This design comes from an exercise in tuning for a short achievable clock period and few clock cycles on the open sky130 flow, not from production work. Function was checked by simulation only, so behaviour that the tests miss may differ from the original. Power is estimated from default activity; no workload was simulated.

`flow/config.mk`:
```
export PLATFORM = sky130hd
export DESIGN_NAME = KGP_RISC
export DESIGN_NICKNAME = KGP_RISC
export VERILOG_FILES = /design/flow/design.v
export SDC_FILE = /design/flow/constraint.sdc
export NUM_CORES = 4
export LEC_CHECK = 0
export CAP_MARGIN = 20
export CORE_MARGIN = 2
export CORE_UTILIZATION = 40
export SETUP_SLACK_MARGIN = 0.8
export SLEW_MARGIN = 20
```
`flow/constraint.sdc`:
```
create_clock -name core_clock -period 12.0 [get_ports {clk}]
set_input_delay 2.4000 -clock core_clock [delete_from_list [all_inputs] [get_ports {clk}]]
set_output_delay 2.4000 -clock core_clock [all_outputs]
set_load 0.01 [all_outputs]
```
`flow/design.v`:
```
`timescale 1ns / 1ps
module CLA(
    input a,
    input b,
    input in,
    output S,
    output G,
    output P
    );
	xor G1(P,a,b); 
	and G2(G,a,b); 
	xor G0(S,P,in); 
endmodule
`timescale 1ns / 1ps
module CLA4(A,B,in,S,C,G,P);
	input [3:0] A;
	input [3:0] B;
	input in;
	output [3:0] S;
	output C;	
	output G;
	output P;
	wire w1,w2,w3,w4,w5,w6,w9,w10,w11,w12;
	wire C0,C1,C2,P0,P1,P2,P3,G0,G1,G2,G3;
	CLA U1(A[0],B[0],in,S[0],G0,P0);	
	and U5(w1,in,P0);
	or U6(C0,G0,w1);
	CLA U2(A[1],B[1],C0,S[1],G1,P1);	
	and U7(w2,G0,P1);
	and U11(w5,P1,P0,in);
	or U8(C1,G1,w2,w5);
	CLA U3(A[2],B[2],C1,S[2],G2,P2);	
	and U9(w3,G1,P2);
	and U12(w6,G0,P2,P1);
	and U13(w7,P2,P1,P0,in);
	or U10(C2,G2,w3,w6,w7);
	CLA U4(A[3],B[3],C2,S[3],G3,P3);	
	and U14(w8,G2,P3);
	and U15(w9,G1,P3,P2);
	and U16(w10,G0,P3,P2,P1);
	and U17(w11,P3,P2,P1,P0,in);
	or U18(C,G3,w8,w9,w10,w11);
	and U19(P,P3,P2,P1,P0);
	or U20(G,G3,w8,w9,w10);
endmodule
`timescale 1ns / 1ps
module LCU(P,G,in,C,Pout,Gout);
	input [3:0] P;
	input [3:0] G; 
	input in;
	output [3:0] C;
	output Pout,Gout;
	wire w1,w2,w3,w4;
	and U5(w1,in,P[0]);
	or U6(C[0],G[0],w1);
	and U7(w2,G[0],P[1]);
	and U11(w5,P[1],P[0],in);
	or U8(C[1],G[1],w2,w5);
	and U9(w3,G[1],P[2]);
	and U12(w6,G[0],P[2],P[1]);
	and U13(w7,P[2],P[1],P[0],in);
	or U10(C[2],G[2],w3,w6,w7);;
	and U14(w8,G[2],P[3]);
	and U15(w9,G[1],P[3],P[2]);
	and U16(w10,G[0],P[3],P[2],P[1]);
	and U17(w11,P[3],P[2],P[1],P[0],in);
	or U18(C[3],G[3],w8,w9,w10,w11);
	and U19(Pout,P[3],P[2],P[1],P[0]);
	or U20(Gout,G[3],w8,w9,w10);
endmodule
`timescale 1ns / 1ps
module CLA16_CLU(A,B,in,S,Cout,Pout,Gout);
	input [15:0] A,B;
	input in;
	output[15:0] S;
	output Pout,Gout,Cout;
	wire [3 :0] P;
	wire	[3:0] G;
	wire [3:0] C;
	wire w1,w2,w3,w4;
	CLA4 U1(A[3:0],B[3:0],in,S[3:0],C5,G[0],P[0]);	
	CLA4 U2(A[7:4],B[7:4],C[0],S[7:4],C6,G[1],P[1]);	
	CLA4 U3(A[11:8],B[11:8],C[1],S[11:8],C7,G[2],P[2]);	
	CLA4 U4(A[15:12],B[15:12],C[2],S[15:12],C8,G[3],P[3]);	
	LCU U5(P,G,in,C,Pout,Gout);
	assign Cout = C[3];
endmodule
`timescale 1ns / 1ps
module mux_2_1_1(A0,A1,res,sel);
	input sel,A0,A1;
	output reg res;
	always @(*)
	begin
			if(sel)
			begin
				res = A1;
			end
			else
			begin
				res = A0;
			end			
	end
endmodule
`timescale 1ns / 1ps
module mux_2_1_5(A0,A1,sel,res);
	input sel;
	output reg [4:0] res;
	input [4:0] A0,A1;
	always @(*)
	begin
		if(sel)
		begin
			res = A1;
		end
		else
		begin
			res = A0;
		end
	end
endmodule
`timescale 1ns / 1ps
module mux_2_1_32(A0,A1,sel,res);
	output reg [31:0] res;
	 input  sel;
	 input [31:0] A0,A1;
	 always @(*)
	 begin
		if(sel)
		begin
			res = A1;
		end
		else 
		begin
			res = A0;
		end
	 end
endmodule
`timescale 1ns / 1ps
module mux_3_1_32(A0,A1,A2,sel,res
    );
	 output reg [31:0] res;
	 input [1:0] sel;
	 input [31:0] A0,A1,A2;
	 always @(*)
	 begin
		if(sel==2'b00)
		begin
			res = A0;
		end
		else if(sel==2'b01)
		begin
			res = A1;
		end
		else
		begin
			res = A2;
		end
	 end
endmodule
`timescale 1ns / 1ps
module mux_4_1_1(A0,A1,A2,A3,sel,res
    );
	output reg  res;
	 input [1:0] sel;
	 input  A0,A1,A2,A3;
	 always @(*)
	 begin
		if(sel==2'b00)
		begin
			res = A0;
		end
		else if(sel==2'b01)
		begin
			res = A1;
		end
		else if(sel==2'b10)
		begin
			res = A2;
		end
		else 
		begin
			res = A3;
		end
	 end
endmodule
`timescale 1ns / 1ps
module mux_4_1_32(A0,A1,A2,A3,sel,res);
	output reg [31:0] res;
	 input [1:0] sel;
	 input [31:0] A0,A1,A2,A3;
	 always @(*)
	 begin
		if(sel==2'b00)
		begin
			res = A0;
		end
		else if(sel==2'b01)
		begin
			res = A1;
		end
		else if(sel==2'b10)
		begin
			res = A2;
		end
		else 
		begin
			res = A3;
		end
	 end
endmodule
`timescale 1ns / 1ps
module mux_32_1_32(Datain,Out,Sel);
	input [1023:0] Datain;
	output reg [31:0] Out;
	input [4:0] Sel;
	always @(*)
	begin
		case(Sel)
			5'b00000: Out = Datain[31:0];
			5'b00001: Out = Datain[63:32];
			5'b00010: Out = Datain[95:64];
			5'b00011: Out = Datain[127:96];
			5'b00100: Out = Datain[159:128];
			5'b00101: Out = Datain[191:160];
			5'b00110: Out = Datain[223:192];
			5'b00111: Out = Datain[255:224];
			5'b01000: Out = Datain[287:256];
			5'b01001: Out = Datain[319:288];
			5'b01010: Out = Datain[351:320];
			5'b01011: Out = Datain[383:352];
			5'b01100: Out = Datain[415:384];
			5'b01101: Out = Datain[447:416];
			5'b01110: Out = Datain[479:448];
			5'b01111: Out = Datain[511:480];
			5'b10000: Out = Datain[543:512];
			5'b10001: Out = Datain[575:544];
			5'b10010: Out = Datain[607:576];
			5'b10011: Out = Datain[639:608];
			5'b10100: Out = Datain[671:640];
			5'b10101: Out = Datain[703:672];
			5'b10110: Out = Datain[735:704];
			5'b10111: Out = Datain[767:736];
			5'b11000: Out = Datain[799:768];
			5'b11001: Out = Datain[831:800];
			5'b11010: Out = Datain[863:832];
			5'b11011: Out = Datain[895:864];
			5'b11100: Out = Datain[927:896];
			5'b11101: Out = Datain[959:928];
			5'b11110: Out = Datain[991:960];
			5'b11111: Out = Datain[1023:992];
			default :Out = 32'b0;
		endcase
	end
endmodule
`timescale 1ns / 1ps
module ALU_decoder(In,Out);
	input [2:0] In;
	output reg [1:0]  Out;
	always @(*)
	begin
		if(In==3'b011)
		begin
			Out = 2'b01;
		end
		else if(In==3'b100)
		begin
			Out = 2'b10;
		end
		else if(In==3'b101)
		begin
			Out = 2'b11;
		end
		else
		begin
			Out = 2'b00;
		end
	end
endmodule
`timescale 1ns / 1ps
module ALU_32bit(
		A,B,Cin,Op,B_inv,BranchType,Cout,Result,willBranch
    );
	 input [31:0] A, B;
	 input B_inv;
	 input [2:0]Op;
	 input [1:0]BranchType;
	 input Cin;
	 output Cout;
	 output [31:0]Result;
	 output willBranch;
	 wire [31:0] S;
	 wire Cout1;
	 wire [31:0] B_xor;
	 assign B_xor = B ^ {32{B_inv}};
	 wire  Pout1, Gout1;
	 wire  Pout2, Gout2;
	 CLA16_CLU U1(.A(A[15:0]),.B(B_xor[15:0]),.in(Cin),.S(S[15:0]),.Cout(Cout1),.Pout(Pout1),.Gout(Gout1));
	 CLA16_CLU U2(.A(A[31:16]),.B(B_xor[31:16]),.in(Cout1),.S(S[31:16]),.Cout(Cout),.Pout(Pout2),.Gout(Gout2));
	 wire [31:0] S_xor,S_and;
	 wire [31:0] Res1;
	 assign S_xor = A ^ B;
	 assign S_and = A & B;
	 mux_3_1_32 U6(.A0(S_and),.A1(S_xor),.A2(S),.sel(Op[1:0]),.res(Res1));
	 wire [1:0] select1;
	 ALU_decoder U7(.In(Op),.Out(select1));
	 wire [31:0] S_sll,S_slr,S_sra;
	 assign S_sll = A<<B;  
	 assign S_slr = A>>B;  
	 assign S_sra = $signed(A)>>>B;  
	 mux_4_1_32 U8(.A0(Res1),.A1(S_sll),.A2(S_slr),.A3(S_sra),.sel(select1),.res(Result));
	 wire w1,w2,w3,w4,w5,w6;
	 or U9(w1,S[0],S[1],S[2],S[3],S[4],S[5],S[6],S[7],S[8]);
	 or U10(w2,S[9],S[10],S[11],S[12],S[13],S[14],S[15],S[16],S[17]);
	 or U11(w3,S[18],S[19],S[20],S[21],S[22],S[23],S[24],S[25],S[26]);
	 or U12(w4,S[27],S[28],S[29],S[30],S[31]);
	 or U13(w5,w1,w2,w3,w4);
	 not U14(w6,w5);
	 mux_4_1_1 U15(.A0(w6),.A1(w5),.A2(S[31]),.A3(1'b0),.sel(BranchType),.res(willBranch));
endmodule
`timescale 1ns / 1ps
module ALU_Control(
	input[2:0] alu_op,
	input[5:0] func,
	output reg[6:0] alu_control  
    );
	always @(alu_op, func)
		begin
		 if(alu_op == 3'b000)
			begin
			 case(func)
					6'b00000:  
						begin
							alu_control = 7'b0100011;
						end
					6'b00001:  
						begin
							alu_control = 7'b0101111;
						end
					6'b00010:  
						begin
							alu_control = 7'b0000011;
						end
					6'b00011:  
						begin
							alu_control = 7'b0010011;
						end
					6'b00100:  
						begin
							alu_control = 7'b0110011;
						end
					6'b00101:  
						begin
							alu_control = 7'b1000011;
						end
					6'b00110:  
						begin
							alu_control = 7'b1010011;
						end
					default:
						begin
							alu_control = 7'b0;
						end
					endcase
				end
			else if(alu_op == 3'b001)  
				begin
					alu_control = 7'b0100011;
				end
			else if(alu_op == 3'b010)  
				begin
					alu_control = 7'b0100010;
				end
			else if(alu_op == 3'b011)  
				begin
					alu_control = 7'b0100000;
				end
			else if(alu_op == 3'b100)  
				begin
					alu_control = 7'b0100001;
				end
			else if(alu_op==3'b101) 
			begin
				alu_control = 7'b0100011;
			end
			else if(alu_op==3'b110) 
			begin
				alu_control = 7'b0101111;
			end
			else
				begin
					alu_control = 7'b0;
				end
		end
endmodule
`timescale 1ns / 1ps
module controller(
	input[5:0] opcode,
	output reg[2:0] alu_op,
	output reg[1:0] alusrc,
	output reg memWrite, memToReg, branch, jump, regWrite, write_rs, A_0, B_0, write31, chkcarry,carryval
    );
	 always @(opcode)
	 begin
			case(opcode)
				6'b000000:
					begin
						alusrc = 2'b00;
						alu_op = 3'b000;
						memWrite = 1'b0;
						memToReg = 1'b0;
						branch = 1'b0;
						jump = 1'b0;
						regWrite = 1'b1;
						write_rs = 1'b0;
						A_0 = 1'b0;
						B_0 = 1'b0;
						write31 = 1'b0;
						chkcarry = 1'b0;
						carryval = 1'b0;
					end
				6'b000001:
					begin
						alusrc = 2'b00;
						alu_op = 3'b000;
						memWrite = 1'b0;
						memToReg = 1'b0;
						branch = 1'b0;
						jump = 1'b0;
						regWrite = 1'b1;
						write_rs = 1'b0;
						A_0 = 1'b1;
						B_0 = 1'b0;
						write31 = 1'b0;
						chkcarry = 1'b0;
						carryval = 1'b0;
					end
				6'b000010:
					begin
						alusrc = 2'b01;
						alu_op = 3'b101;
						memWrite = 1'b0;
						memToReg = 1'b0;
						branch = 1'b0;
						jump = 1'b0;
						regWrite = 1'b1;
						write_rs = 1'b0;
						A_0 = 1'b0;
						B_0 = 1'b0;
						write31 = 1'b0;
						chkcarry = 1'b0;
						carryval = 1'b0;
					end
				6'b000011:
					begin
						alusrc = 2'b01;
						alu_op = 3'b110;
						memWrite = 1'b0;
						memToReg = 1'b0;
						branch = 1'b0;
						jump = 1'b0;
						regWrite = 1'b1;
						write_rs = 1'b0;
						A_0 = 1'b1;
						B_0 = 1'b0;
						write31 = 1'b0;
						chkcarry = 1'b0;
						carryval = 1'b0;
					end
				6'b000100:
					begin
						alusrc = 2'b10;
						alu_op = 3'b000;
						memWrite = 1'b0;
						memToReg = 1'b0;
						branch = 1'b0;
						jump = 1'b0;
						regWrite = 1'b1;
						write_rs = 1'b0;
						A_0 = 1'b0;
						B_0 = 1'b0;
						write31 = 1'b0;
						chkcarry = 1'b0;
						carryval = 1'b0;
					end
				6'b000101:
					begin
						alusrc = 2'b00;
						alu_op = 3'b000;
						memWrite = 1'b0;
						memToReg = 1'b0;
						branch = 1'b0;
						jump = 1'b1;
						regWrite = 1'b0;
						write_rs = 1'b0;
						A_0 = 1'b0;
						B_0 = 1'b0;
						write31 = 1'b0;
						chkcarry = 1'b0;						
						carryval = 1'b0;
					end
				6'b000110:
					begin
						alusrc = 2'b00;
						alu_op = 3'b000;
						memWrite = 1'b0;
						memToReg = 1'b0;
						branch = 1'b0;
						jump = 1'b1;
						regWrite = 1'b1;
						write_rs = 1'b0;
						A_0 = 1'b0;
						B_0 = 1'b0;
						write31 = 1'b1;
						chkcarry = 1'b0;
						carryval = 1'b0;
					end
				6'b000111:
					begin
						alusrc = 2'b00;
						alu_op = 3'b000;
						memWrite = 1'b0;
						memToReg = 1'b0;
						branch = 1'b0;
						jump = 1'b1;
						regWrite = 1'b0;
						write_rs = 1'b0;
						A_0 = 1'b0;
						B_0 = 1'b0;
						write31 = 1'b0;
						chkcarry = 1'b1;
						carryval = 1'b1;
					end
				6'b001000:
					begin
						alusrc = 2'b00;
						alu_op = 3'b000;
						memWrite = 1'b0;
						memToReg = 1'b0;
						branch = 1'b0;
						jump = 1'b1;
						regWrite = 1'b0;
						write_rs = 1'b0;
						A_0 = 1'b0;
						B_0 = 1'b0;
						write31 = 1'b0;
						chkcarry = 1'b1;
						carryval = 1'b0;
					end
				6'b001001:
					begin
						alusrc = 2'b01;
						alu_op = 3'b001;
						memWrite = 1'b0;
						memToReg = 1'b1;
						branch = 1'b0;
						jump = 1'b0;
						regWrite = 1'b1;
						write_rs = 1'b1;
						A_0 = 1'b0;
						B_0 = 1'b0;
						write31 = 1'b0;
						chkcarry = 1'b0;
						carryval = 1'b0;
					end
				6'b001010:
					begin
						alusrc = 2'b01;
						alu_op = 3'b001;
						memWrite = 1'b1;
						memToReg = 1'b0;
						branch = 1'b0;
						jump = 1'b0;
						regWrite = 1'b0;
						write_rs = 1'b0;
						A_0 = 1'b0;
						B_0 = 1'b0;
						write31 = 1'b0;
						chkcarry = 1'b0;
						carryval = 1'b0;
					end
				6'b001011:
					begin
						alusrc = 2'b00;
						alu_op = 3'b000;
						memWrite = 1'b0;
						memToReg = 1'b0;
						branch = 1'b1;
						jump = 1'b1;
						regWrite = 1'b0;
						write_rs = 1'b0;
						A_0 = 1'b0;
						B_0 = 1'b0;
						write31 = 1'b0;
						chkcarry = 1'b0;
						carryval = 1'b0;
					end
				6'b001100:
					begin
						alusrc = 2'b00; 
						alu_op = 3'b010;
						memWrite = 1'b0;
						memToReg = 1'b0;
						branch = 1'b1;
						jump = 1'b0;
						regWrite = 1'b0;
						write_rs = 1'b0; 
						A_0 = 1'b0;
						B_0 = 1'b1;
						write31 = 1'b0;
						chkcarry = 1'b0;
						carryval = 1'b0;
					end
				6'b001101:
					begin
						alusrc = 2'b00; 
						alu_op = 3'b011;
						memWrite = 1'b0;
						memToReg = 1'b0;
						branch = 1'b1;
						jump = 1'b0;
						regWrite = 1'b0;
						write_rs = 1'b0; 
						A_0 = 1'b0;
						B_0 = 1'b1;
						write31 = 1'b0;
						chkcarry = 1'b0;
						carryval = 1'b0;
					end
				6'b001110:
					begin
						alusrc = 2'b00; 
						alu_op = 3'b100;
						memWrite = 1'b0;
						memToReg = 1'b0;
						branch = 1'b1;
						jump = 1'b0;
						regWrite = 1'b0;
						write_rs = 1'b0; 
						A_0 = 1'b0;
						B_0 = 1'b1;
						write31 = 1'b0;
						chkcarry = 1'b0;
						carryval = 1'b0;
					end
				default:
					begin
						alusrc = 2'b00;
						alu_op = 3'b000;
						memWrite = 1'b0;
						memToReg = 1'b0;
						branch = 1'b0;
						jump = 1'b0;
						regWrite = 1'b0;
						write_rs = 1'b0;
						A_0 = 1'b0;
						B_0 = 1'b0;
						write31 = 1'b0;
						chkcarry = 1'b0;
						carryval = 1'b0;
					end
			endcase
	 end
endmodule
`timescale 1ns / 1ps
module DFF_32(D,Q,rst,clk);	
	input [31:0] D;
	output reg [31:0] Q;
	input rst,clk;
	always @(posedge clk or posedge rst)
	begin
		if(rst)
		begin
			Q <= 32'b0;
		end
		else
		begin
			Q <= D; 
		end
	end
endmodule
`timescale 1ns / 1ps
module RegDecoder(RegWrite,WriteReg,WriteFlag);
	input RegWrite;
	input [4:0] WriteReg;
	output [31:0] WriteFlag;
	wire [31:0] w1;
	assign w1 = 1<<WriteReg;
	assign WriteFlag = RegWrite?w1:32'b0;
endmodule
`timescale 1ns / 1ps
module RegFile(WriteReg,WriteData,RegWrite,ReadReg1,ReadReg2,ReadData1,ReadData2,rst,Clk,rout);
	input [4:0] WriteReg;
	input Clk;
	input [31:0] WriteData;	
	input rst;
	input RegWrite;
	output [31:0] rout; 
	input [4:0] ReadReg1,ReadReg2;
	output  [31:0] ReadData1,ReadData2;
	wire [31:0] writeOneHot;
	RegDecoder U1(.RegWrite(RegWrite),.WriteReg(WriteReg),.WriteFlag(writeOneHot));
	wire [1023:0] D; 
	wire [1023:0] Q; 
	mux_2_1_32 U2(.A0(Q[31:0]),.A1(WriteData),.sel(writeOneHot[0]),.res(D[31:0]));
	mux_2_1_32 U3(.A0(Q[63:32]),.A1(WriteData),.sel(writeOneHot[1]),.res(D[63:32]));
	mux_2_1_32 U4(.A0(Q[95:64]),.A1(WriteData),.sel(writeOneHot[2]),.res(D[95:64]));
	mux_2_1_32 U5(.A0(Q[127:96]),.A1(WriteData),.sel(writeOneHot[3]),.res(D[127:96]));
	mux_2_1_32 U6(.A0(Q[159:128]),.A1(WriteData),.sel(writeOneHot[4]),.res(D[159:128]));
	mux_2_1_32 U7(.A0(Q[191:160]),.A1(WriteData),.sel(writeOneHot[5]),.res(D[191:160]));
	mux_2_1_32 U8(.A0(Q[223:192]),.A1(WriteData),.sel(writeOneHot[6]),.res(D[223:192]));
	mux_2_1_32 U9(.A0(Q[255:224]),.A1(WriteData),.sel(writeOneHot[7]),.res(D[255:224]));
	mux_2_1_32 U10(.A0(Q[287:256]),.A1(WriteData),.sel(writeOneHot[8]),.res(D[287:256]));
	mux_2_1_32 U11(.A0(Q[319:288]),.A1(WriteData),.sel(writeOneHot[9]),.res(D[319:288]));
	mux_2_1_32 U12(.A0(Q[351:320]),.A1(WriteData),.sel(writeOneHot[10]),.res(D[351:320]));
	mux_2_1_32 U13(.A0(Q[383:352]),.A1(WriteData),.sel(writeOneHot[11]),.res(D[383:352]));
	mux_2_1_32 U14(.A0(Q[415:384]),.A1(WriteData),.sel(writeOneHot[12]),.res(D[415:384]));
	mux_2_1_32 U15(.A0(Q[447:416]),.A1(WriteData),.sel(writeOneHot[13]),.res(D[447:416]));
	mux_2_1_32 U16(.A0(Q[479:448]),.A1(WriteData),.sel(writeOneHot[14]),.res(D[479:448]));
	mux_2_1_32 U17(.A0(Q[511:480]),.A1(WriteData),.sel(writeOneHot[15]),.res(D[511:480]));
	mux_2_1_32 U18(.A0(Q[543:512]),.A1(WriteData),.sel(writeOneHot[16]),.res(D[543:512]));
	mux_2_1_32 U19(.A0(Q[575:544]),.A1(WriteData),.sel(writeOneHot[17]),.res(D[575:544]));
	mux_2_1_32 U20(.A0(Q[607:576]),.A1(WriteData),.sel(writeOneHot[18]),.res(D[607:576]));
	mux_2_1_32 U21(.A0(Q[639:608]),.A1(WriteData),.sel(writeOneHot[19]),.res(D[639:608]));
	mux_2_1_32 U22(.A0(Q[671:640]),.A1(WriteData),.sel(writeOneHot[20]),.res(D[671:640]));
	mux_2_1_32 U23(.A0(Q[703:672]),.A1(WriteData),.sel(writeOneHot[21]),.res(D[703:672]));
	mux_2_1_32 U24(.A0(Q[735:704]),.A1(WriteData),.sel(writeOneHot[22]),.res(D[735:704]));
	mux_2_1_32 U25(.A0(Q[767:736]),.A1(WriteData),.sel(writeOneHot[23]),.res(D[767:736]));
	mux_2_1_32 U26(.A0(Q[799:768]),.A1(WriteData),.sel(writeOneHot[24]),.res(D[799:768]));
	mux_2_1_32 U27(.A0(Q[831:800]),.A1(WriteData),.sel(writeOneHot[25]),.res(D[831:800]));
	mux_2_1_32 U28(.A0(Q[863:832]),.A1(WriteData),.sel(writeOneHot[26]),.res(D[863:832]));
	mux_2_1_32 U29(.A0(Q[895:864]),.A1(WriteData),.sel(writeOneHot[27]),.res(D[895:864]));
	mux_2_1_32 U30(.A0(Q[927:896]),.A1(WriteData),.sel(writeOneHot[28]),.res(D[927:896]));
	mux_2_1_32 U31(.A0(Q[959:928]),.A1(WriteData),.sel(writeOneHot[29]),.res(D[959:928]));
	mux_2_1_32 U32(.A0(Q[991:960]),.A1(WriteData),.sel(writeOneHot[30]),.res(D[991:960]));
	mux_2_1_32 U33(.A0(Q[1023:992]),.A1(WriteData),.sel(writeOneHot[31]),.res(D[1023:992]));
	DFF_32 U34(.D(D[31:0]),.Q(Q[31:0]),.rst(rst),.clk(Clk));
	DFF_32 U35(.D(D[63:32]),.Q(Q[63:32]),.rst(rst),.clk(Clk));
	DFF_32 U36(.D(D[95:64]),.Q(Q[95:64]),.rst(rst),.clk(Clk));
	DFF_32 U37(.D(D[127:96]),.Q(Q[127:96]),.rst(rst),.clk(Clk));
	DFF_32 U38(.D(D[159:128]),.Q(Q[159:128]),.rst(rst),.clk(Clk));
	DFF_32 U39(.D(D[191:160]),.Q(Q[191:160]),.rst(rst),.clk(Clk));
	DFF_32 U40(.D(D[223:192]),.Q(Q[223:192]),.rst(rst),.clk(Clk));
	DFF_32 U41(.D(D[255:224]),.Q(Q[255:224]),.rst(rst),.clk(Clk));
	DFF_32 U42(.D(D[287:256]),.Q(Q[287:256]),.rst(rst),.clk(Clk));
	DFF_32 U43(.D(D[319:288]),.Q(Q[319:288]),.rst(rst),.clk(Clk));
	DFF_32 U44(.D(D[351:320]),.Q(Q[351:320]),.rst(rst),.clk(Clk));
	DFF_32 U45(.D(D[383:352]),.Q(Q[383:352]),.rst(rst),.clk(Clk));
	DFF_32 U46(.D(D[415:384]),.Q(Q[415:384]),.rst(rst),.clk(Clk));
	DFF_32 U47(.D(D[447:416]),.Q(Q[447:416]),.rst(rst),.clk(Clk));
	DFF_32 U48(.D(D[479:448]),.Q(Q[479:448]),.rst(rst),.clk(Clk));
	DFF_32 U49(.D(D[511:480]),.Q(Q[511:480]),.rst(rst),.clk(Clk));
	DFF_32 U50(.D(D[543:512]),.Q(Q[543:512]),.rst(rst),.clk(Clk));
	DFF_32 U51(.D(D[575:544]),.Q(Q[575:544]),.rst(rst),.clk(Clk));
	DFF_32 U52(.D(D[607:576]),.Q(Q[607:576]),.rst(rst),.clk(Clk));
	DFF_32 U53(.D(D[639:608]),.Q(Q[639:608]),.rst(rst),.clk(Clk));
	DFF_32 U54(.D(D[671:640]),.Q(Q[671:640]),.rst(rst),.clk(Clk));
	DFF_32 U55(.D(D[703:672]),.Q(Q[703:672]),.rst(rst),.clk(Clk));
	DFF_32 U56(.D(D[735:704]),.Q(Q[735:704]),.rst(rst),.clk(Clk));
	DFF_32 U57(.D(D[767:736]),.Q(Q[767:736]),.rst(rst),.clk(Clk));
	DFF_32 U58(.D(D[799:768]),.Q(Q[799:768]),.rst(rst),.clk(Clk));
	DFF_32 U59(.D(D[831:800]),.Q(Q[831:800]),.rst(rst),.clk(Clk));
	DFF_32 U60(.D(D[863:832]),.Q(Q[863:832]),.rst(rst),.clk(Clk));
	DFF_32 U61(.D(D[895:864]),.Q(Q[895:864]),.rst(rst),.clk(Clk));
	DFF_32 U62(.D(D[927:896]),.Q(Q[927:896]),.rst(rst),.clk(Clk));
	DFF_32 U63(.D(D[959:928]),.Q(Q[959:928]),.rst(rst),.clk(Clk));
	DFF_32 U64(.D(D[991:960]),.Q(Q[991:960]),.rst(rst),.clk(Clk));
	DFF_32 U65(.D(D[1023:992]),.Q(Q[1023:992]),.rst(rst),.clk(Clk));
	assign rout = Q[991:960]; 
	mux_32_1_32 U66(.Datain(Q),.Out(ReadData1),.Sel(ReadReg1));
	mux_32_1_32 U67(.Datain(Q),.Out(ReadData2),.Sel(ReadReg2));
endmodule
`timescale 1ns / 1ps
module signExtend(In,Out
    );
	input [15:0] In;
	output [31:0] Out;
	assign Out = In[15]?{16'b1111111111111111,In}:{16'b0,In};
endmodule
`timescale 1ns / 1ps
module unsignedExtend(In,Out
    );
	input [4:0] In;
	output [31:0] Out;
	assign Out = {27'b0,In};
endmodule
`timescale 1ns / 1ps
module LftShft2(In,Out
    );
	input [31:0] In;
	output [31:0] Out;
	assign Out = {In[29:0],{1'b0,1'b0}};
endmodule
`timescale 1ns / 1ps
module LftShft2_26(In,Out
    );
	input [25:0] In;
	output [27:0] Out;
	assign Out = {In[25:0],{1'b0,1'b0}};
endmodule
`timescale 1ns / 1ps
module datapath(currInstrAdr,nextInstrAdr_,currInstr,MemtoReg,ALU_src,A_0,B_0,write31,
				MemWrite,jump,chkCarry,branch,RegWrite,CarVal,writeRs,clk,phaseA,phaseB,setCarry,rst,ALU_control,
				imem_rdata,dmem_addr,dmem_wdata,dmem_we,dmem_rdata,
				rout);
	input MemtoReg,writeRs,A_0,B_0,write31,MemWrite,jump,chkCarry,branch,RegWrite;
	input [1:0] ALU_src;
	output [31:0] rout; 
	input CarVal;
	input [6:0] ALU_control;
	input clk,phaseA,phaseB,setCarry,rst;
	input [31:0] imem_rdata;
	output [31:0] dmem_addr,dmem_wdata;
	output dmem_we;
	input [31:0] dmem_rdata;
	input [31:0] currInstrAdr;
	wire [31:0] nextInstrAdr; 
	output [31:0] nextInstrAdr_; 
	output reg [31:0] currInstr;
	always @(posedge clk)
	begin
		if(phaseA) currInstr <= imem_rdata;
	end
	assign nextInstrAdr = currInstrAdr + 32'b100;
	wire [27:0] w1;
	wire [31:0] nextJump;
	LftShft2_26 shft2l(.In(currInstr[25:0]),.Out(w1));
	assign nextJump = {nextInstrAdr[31:28],w1}; 
	wire [4:0] w2;    
	mux_2_1_5 _regDest(.A0(currInstr[25:21]),.A1(currInstr[20:16]),.sel(writeRs),.res(w2));
	wire [4:0] _wrtReg;
	mux_2_1_5 _aluDest2(.A1(5'b11111),.A0(w2),.sel(write31),.res(_wrtReg));
	wire [31:0] _writeData; 
	wire [31:0] readRs,readRt;
	RegFile _regFile(.WriteReg(_wrtReg),.WriteData(_writeData),
						.RegWrite(RegWrite & phaseB),.ReadReg1(currInstr[25:21]),.ReadReg2(currInstr[20:16]),
						.ReadData1(readRs),.ReadData2(readRt),.Clk(clk),.rst(rst),.rout(rout));
	wire [31:0] extdImm;
	signExtend _sgnEndt(.In(currInstr[15:0]),.Out(extdImm));
	wire [31:0] extdShmt;	
	unsignedExtend _usgnEndt(.In(currInstr[15:11]),.Out(extdShmt));
	wire [31:0] b_src; 
	mux_3_1_32 __alu_src(.A0(readRt),.A1(extdImm),.A2(extdShmt),.sel(ALU_src),.res(b_src));
	wire [31:0] ALU_arg1,ALU_arg2;
	mux_2_1_32 __alu_src2(.A0(readRs),.A1(32'b0),.sel(A_0),.res(ALU_arg1));
	mux_2_1_32 __alu_src3(.A0(b_src),.A1(32'b0),.sel(B_0),.res(ALU_arg2));
	wire [31:0] ALU_res;   
	wire CarryOut,willBranch;
	ALU_32bit cpu_ALU(	
		.A(ALU_arg1),.B(ALU_arg2),.Cin(ALU_control[2]),.Op(ALU_control[6:4]),.B_inv(ALU_control[3]),.BranchType(ALU_control[1:0]),.Cout(CarryOut),.Result(ALU_res),.willBranch(willBranch)
    );
	reg CarryFlag;
	always @(posedge clk or posedge rst)
	begin
		if(rst) CarryFlag <= 1'b0;
		else if(phaseB & setCarry) CarryFlag <= CarryOut;
	end
	wire notCar;
	assign notCar = ~ CarryFlag; 
	wire [31:0] MemOut;
	assign dmem_addr = ALU_res;
	assign dmem_wdata = readRt;
	assign dmem_we = MemWrite & phaseB;
	assign MemOut = dmem_rdata;
	wire [31:0] temp_writeData;
	mux_2_1_32 __writeReg(.A0(ALU_res),.A1(MemOut),.sel(MemtoReg),.res(temp_writeData));
	mux_2_1_32 __writeReg2(.A0(temp_writeData),.A1(nextInstrAdr),.sel(write31),.res(_writeData));
	wire [31:0] IncBrnc; 
	LftShft2 _shft_brnc(.In(extdImm),.Out(IncBrnc));
	wire [31:0] nxtBrncAdr;
	assign nxtBrncAdr = IncBrnc + nextInstrAdr;
	wire b1;
	and _brnc1(b1,branch,willBranch);
	wire [31:0] nxtAdr1;
	mux_2_1_32 _brnc2(.A0(nextInstrAdr),.A1(nxtBrncAdr),.sel(b1),.res(nxtAdr1));
	wire _chkCar; 
	mux_2_1_1 _t2(.A0(notCar),.A1(CarryFlag),.sel(CarVal),.res(_chkCar));
	wire jmpCond1; 
	and _t3(jmpCond1,jump,_chkCar);
	wire jmpCond2;
	mux_2_1_1 _t7(.A0(jump),.A1(jmpCond1),.sel(chkCarry),.res(jmpCond2));
	wire jmpCond3;
	and _t4(jmpCond3,jump,branch); 
	wire [31:0] nxtAdr2;
	mux_2_1_32 _t5(.A0(nxtAdr1),.A1(nextJump),.sel(jmpCond2),.res(nxtAdr2));
	mux_2_1_32 _t6(.A0(nxtAdr2),.A1(readRs),.sel(jmpCond3),.res(nextInstrAdr_));
endmodule
`timescale 1ns / 1ps
module KGP_RISC(rst,clk,imem_addr,imem_rdata,dmem_addr,dmem_wdata,dmem_we,dmem_rdata,rout,halted
    );
	 input clk,rst;
	 output [31:0] imem_addr;
	 input [31:0] imem_rdata;
	 output [31:0] dmem_addr,dmem_wdata;
	 output dmem_we;
	 input [31:0] dmem_rdata;
	 output reg halted;
	 wire [31:0] prevVal,nxtVal;
	 wire [31:0] currInstr;
	 assign imem_addr = nxtVal;
	 reg [1:0] counter;
	 wire phaseA,phaseB,phaseC;
	 always @(posedge clk or posedge rst)
	 begin
		if(rst) counter <= 2'b0;
		else if(counter>=2'b10)	counter <= 2'b0;
		else counter <= counter + 2'b1;
	 end
	 assign phaseA = (counter==2'b00);
	 assign phaseB = (counter==2'b01);
	 assign phaseC = (counter==2'b10);
	 wire halt;
	 assign halt = (currInstr[31:26]==6'b111111);
	 always @(posedge clk or posedge rst)
	 begin
		if(rst) halted <= 1'b0;
		else if(phaseC & halt) halted <= 1'b1;
	 end
	 wire [31:0] pcD;
	 assign pcD = (phaseC & ~halt) ? prevVal : nxtVal;
	 DFF_32 PC(.D(pcD),.Q(nxtVal),.rst(rst),.clk(clk)); 
	 output [31:0] rout;
	 wire MemtoReg,writeRs,A_0,B_0,write31,MemWrite,jump,chkCarry,branch,RegWrite;
	 wire [1:0] ALU_src;
	 wire CarVal;
	 wire [6:0] ALU_control;
	 wire setCarry;
	 assign setCarry = ((currInstr[31:26]==6'b000000) & (currInstr[10:6]==5'b0)) | (currInstr[31:26]==6'b000001) | (currInstr[31:26]==6'b000010) | (currInstr[31:26]==6'b000011);
	 datapath _Datapath(.currInstrAdr(nxtVal),.nextInstrAdr_(prevVal),.currInstr(currInstr),.MemtoReg(MemtoReg),
				.ALU_src(ALU_src),.A_0(A_0),.B_0(B_0),.write31(write31),
				.MemWrite(MemWrite),.jump(jump),.chkCarry(chkCarry),.branch(branch),
				.RegWrite(RegWrite),.CarVal(CarVal),.writeRs(writeRs),.clk(clk),.phaseA(phaseA),.phaseB(phaseB),.setCarry(setCarry),.rst(rst),.ALU_control(ALU_control),
				.imem_rdata(imem_rdata),.dmem_addr(dmem_addr),.dmem_wdata(dmem_wdata),.dmem_we(dmem_we),.dmem_rdata(dmem_rdata),
				.rout(rout));
	wire [2:0] ALU_op;
	controller CPU_control(
	.opcode(currInstr[31:26]),
	.alu_op(ALU_op),
	.alusrc(ALU_src),
	.memWrite(MemWrite), .memToReg(MemtoReg), .branch(branch), .jump(jump), .regWrite(RegWrite), .write_rs(writeRs), 
	.A_0(A_0), .B_0(B_0), .write31(write31), .chkcarry(chkCarry),.carryval(CarVal)
    );
	 ALU_Control ALU_controller(
		.alu_op(ALU_op),
		.func(currInstr[10:5]),
		.alu_control(ALU_control) 
    );
endmodule
```
`flow/run.sh`:
```
#!/bin/bash
# synth_recipe.tcl (not shown) runs the flow's synth.tcl, then flattens the netlist and writes it again
# the make line also repeats each setting of config.mk as NAME=value (left out here)
make -C /OpenROAD-flow-scripts/flow DESIGN_CONFIG=/design/flow/config.mk WORK_HOME=/design/flow/orfs CLKGATE_MAP_FILE= SYNTH_SCRIPT=/design/flow/synth_recipe.tcl finish
```
==> summary.txt <==
## power by group
group          internal, mW  leakage [nW]  switching (mW)
clock network          2.56          2.27            1.87
logic                  1.19          20.7            2.92
registers              3.94          11.0           0.305
## cells by family after synthesis
family,after synthesis,synth area share [%]
simple gates,3545,25.0
xor+xnor,107,1.37
buf+inv,909,5.64
compound gates,2129,20.5
mux,288,4.67
flops,1107,40.7
fa+ha+maj,109,2.08
## per-layer routing
layer,routed length [um],vias up,global-route usage [%]
met5,563,-,0.750
met4,47100,50,40.5
met3,69900,2181,21.5
met2,184000,7474,71.3
met1,177000,38900,68.3
li1,-,30400,-
## cell usage in the layout (no fill, tap or decap), drive strengths merged, types with 82 or more instances in the layout
cell type      count
a21oi            197
a22oi            258
a31oi             99
and3             200
buf              442
clkbuf           186
clkdlybuf4s50    195
dfrtp           1060
ha               100
inv              114
mux2             202
mux2i             82
nand2           1105
nand3           1131
nand4            306
nor2             405
nor3              89
o21ai            849
o31ai            130
## final cells by class
cell class                      instances  area, um^2
Sequential cell                      1107       27800
Clock inverter                         57         791
Inverter                              104         394
Multi-Input combinational cell       6184       37600
Fill cell                           16700       90500
Clock buffer                          185        3860
Timing Repair Buffer                  638        5600
Tap cell                             2218        2780
Antenna cell                           61         153
## worst paths after layout
check | from | to | slack, ns | depth (start not counted)
max in group asynchronous | rst | _Datapath._regFile.U57.Q[21] | 7.66 | 5
worst max register to register | _Datapath.currInstr[20] | PC.Q[28] | 0.81 | 38
min in group asynchronous | rst | _Datapath._regFile.U44.Q[3] | 1.98 | 3
worst max-delay path | _Datapath.currInstr[19] | dmem_addr[14] | 0.74 | 19
worst min register to register | halted | halted | 0.49 | 1
worst min-delay path | halted | halted | 0.49 | 1
## repair_timing
action / in CTS / in global routing
pin swaps: 3 / 9
resized for setup: 9 / 37
cloned: 1 / 5
setup endpoints to repair: 44 / 45
setup buffers: 12 / 18
==> summary.txt <==
- Seq/Total Area, Yosys: 40.7%
- Most common cell in the netlist: nand3_1
- DR vias/cell: 7.48
- Largest net degree at the start of global routing: 172
- Startpoint Class: register
- Synth async-reset ratio: 95.8%
- Number of hold buffers added after CTS: 0
- Via count: 79000
- HPWL Detailed: 336000 um
- CTS tree: done
- Root Driver: clkbuf_16
- Die extent in y: 417 um
- Total global-route track usage: 53.4%
- Post-route insts no fill: 10600
- Outcome: complete, no violations
- Post-synth top area cell: dfrtp_1
- Nets: 8343
- PortBufs: 195
- Post-Route WL: 479000 um
- Number of synthesized register bits: 1107
- Leakage: 33.9 nW
- Row cnt: 151
- Worst vdd ir: 131 uV
- Drt initial violations: 15300
- Clk buf depth: 3
- Setup TNS: 0 ns
- Min-Delay Path Class: reg -> reg
- Top post-synthesis cells by area: dfrtp_1, nand3_1, nand2_1, o21ai_0, mux2_2
- Area grow syn2layout: 15.7%
- Mean Syn Cell Area: 8.33 um^2
- Crit-path cells: buf_12 -> nor2_4 -> buf_4 -> nand2_2 -> buf_4 -> nand4_1 -> or4_1 -> o32a_1 -> o221ai_2 -> nand3_1 -> or4_1 -> o21ai_2 -> o21ai_1 -> a2111oi_1 -> buf_4 -> o32ai_1 -> o21bai_1 -> inv_1 -> clkdlybuf4s50_1
- DIE AREA: 174000 um^2
- Skew-Pair Late Insertion Delay: 0.87 ns
- Synth warn: 26
- Final hold slack: 0.492 ns
- Max-cap violations: 0
- Delay-heaviest family, CP: compound AO/OA/AOI/OAI gates
- IO Pins: 196
- CP dominant cell by count: buf_4
- Fin Clk Skew: 0.0689 ns
- Worst-path maximum fanout: 35
- Clock transition at path regs: 0.06 ns
- Clock Sinks: 1107
- Cell count after synthesis: 8194
- Total CTS buffers: 134
- Slew margin rel.: 10.7%
- Pre-CTS setup slack: 0.448 ns
- First-pass GRT wire length: 636000 um
- Netlist Area Pre-Place: 68200 um^2
- DRC Markers: 0
- PwrDens: 162 nW/um^2
- Slew Limit Fails: 0
- Routability cong.: 1.10
- Total power: 12.8 mW
- Hold Vio Cnt, Final: 0
- Worst Path Buf+Inv: 6
- Worst EP arrival: 8.86 ns
- Mapped Nets: 8368
- Max stage delay on crit path: 0.86 ns
- Cell area after layout: 79000 um^2
- Initial core utilization: 40.3%
- Core Footprint: 169000 um^2
- Initial antenna violation count: 67
- H-Tree Level Count: 4
- Number of flops mapped to enable cells by yosys: 32
- Layout cell share with drive strength beyond 1: 13.3%
- Max stage delay cell, worst path: or4_1
- Setup CP Type: reg -> out
- F_max: 88.8 MHz
- Final ANT Viol Nets: 0
- Placed insts: 10200
- WL per Instance: 45.4 um
- Die W: 417 um
- Final setup vio count: 0
- Main synth FF type: dfrtp_1
- GRT overflow: 0
- Setup crit end kind: output pin
- Unrepaired setup endpoints after global routing: no
- Placed cell areas: 73600 um^2
- Final Cycle Share: 93.9%
- Final WS setup: 0.736 ns
- Final Core Density: 46.6%
- Min Tclk post-route: 11.26 ns
- Detailed Routing Iterations Pass 1: 16
- Worst slew pin tran: 1.34 ns
- Synth top cells by count: nand3_1, nand2_1, dfrtp_1
- Critical Path RT: 9.60 ns
- Top cell type's share of synthesized area: 38.9%
- Synth cell types: 107
- Number of global-route vias before repair: 70800
Testbench counts, summed over its fixed seeds: cycles 173,535.

-- separate check: timing with driven ports --
The results above use ideal ports. As a check the final layout listed here was re-extracted and re-timed, cells and wires unchanged. Step 1 assumes that a clkbuf_16 drives the clock port and a buf_2 every other input. Step 2, shift: input delay + t, output delay - t, t = (earliest + latest rising clock arrival at the registers) / 2. This alone moves slack from input paths to output paths. a / b / c = ideal ports / drivers / drivers and shift; a / b = the first two.
shift t [ns]: 0.940
slack for setup (ns): 0.736 / 0.629 / 0.807
worst setup path at the end: register to register
After both steps setup and hold are still met in this run. For this run, drivers alone change the setup slack by -0.107 ns; drivers and shift together by +0.071 ns.
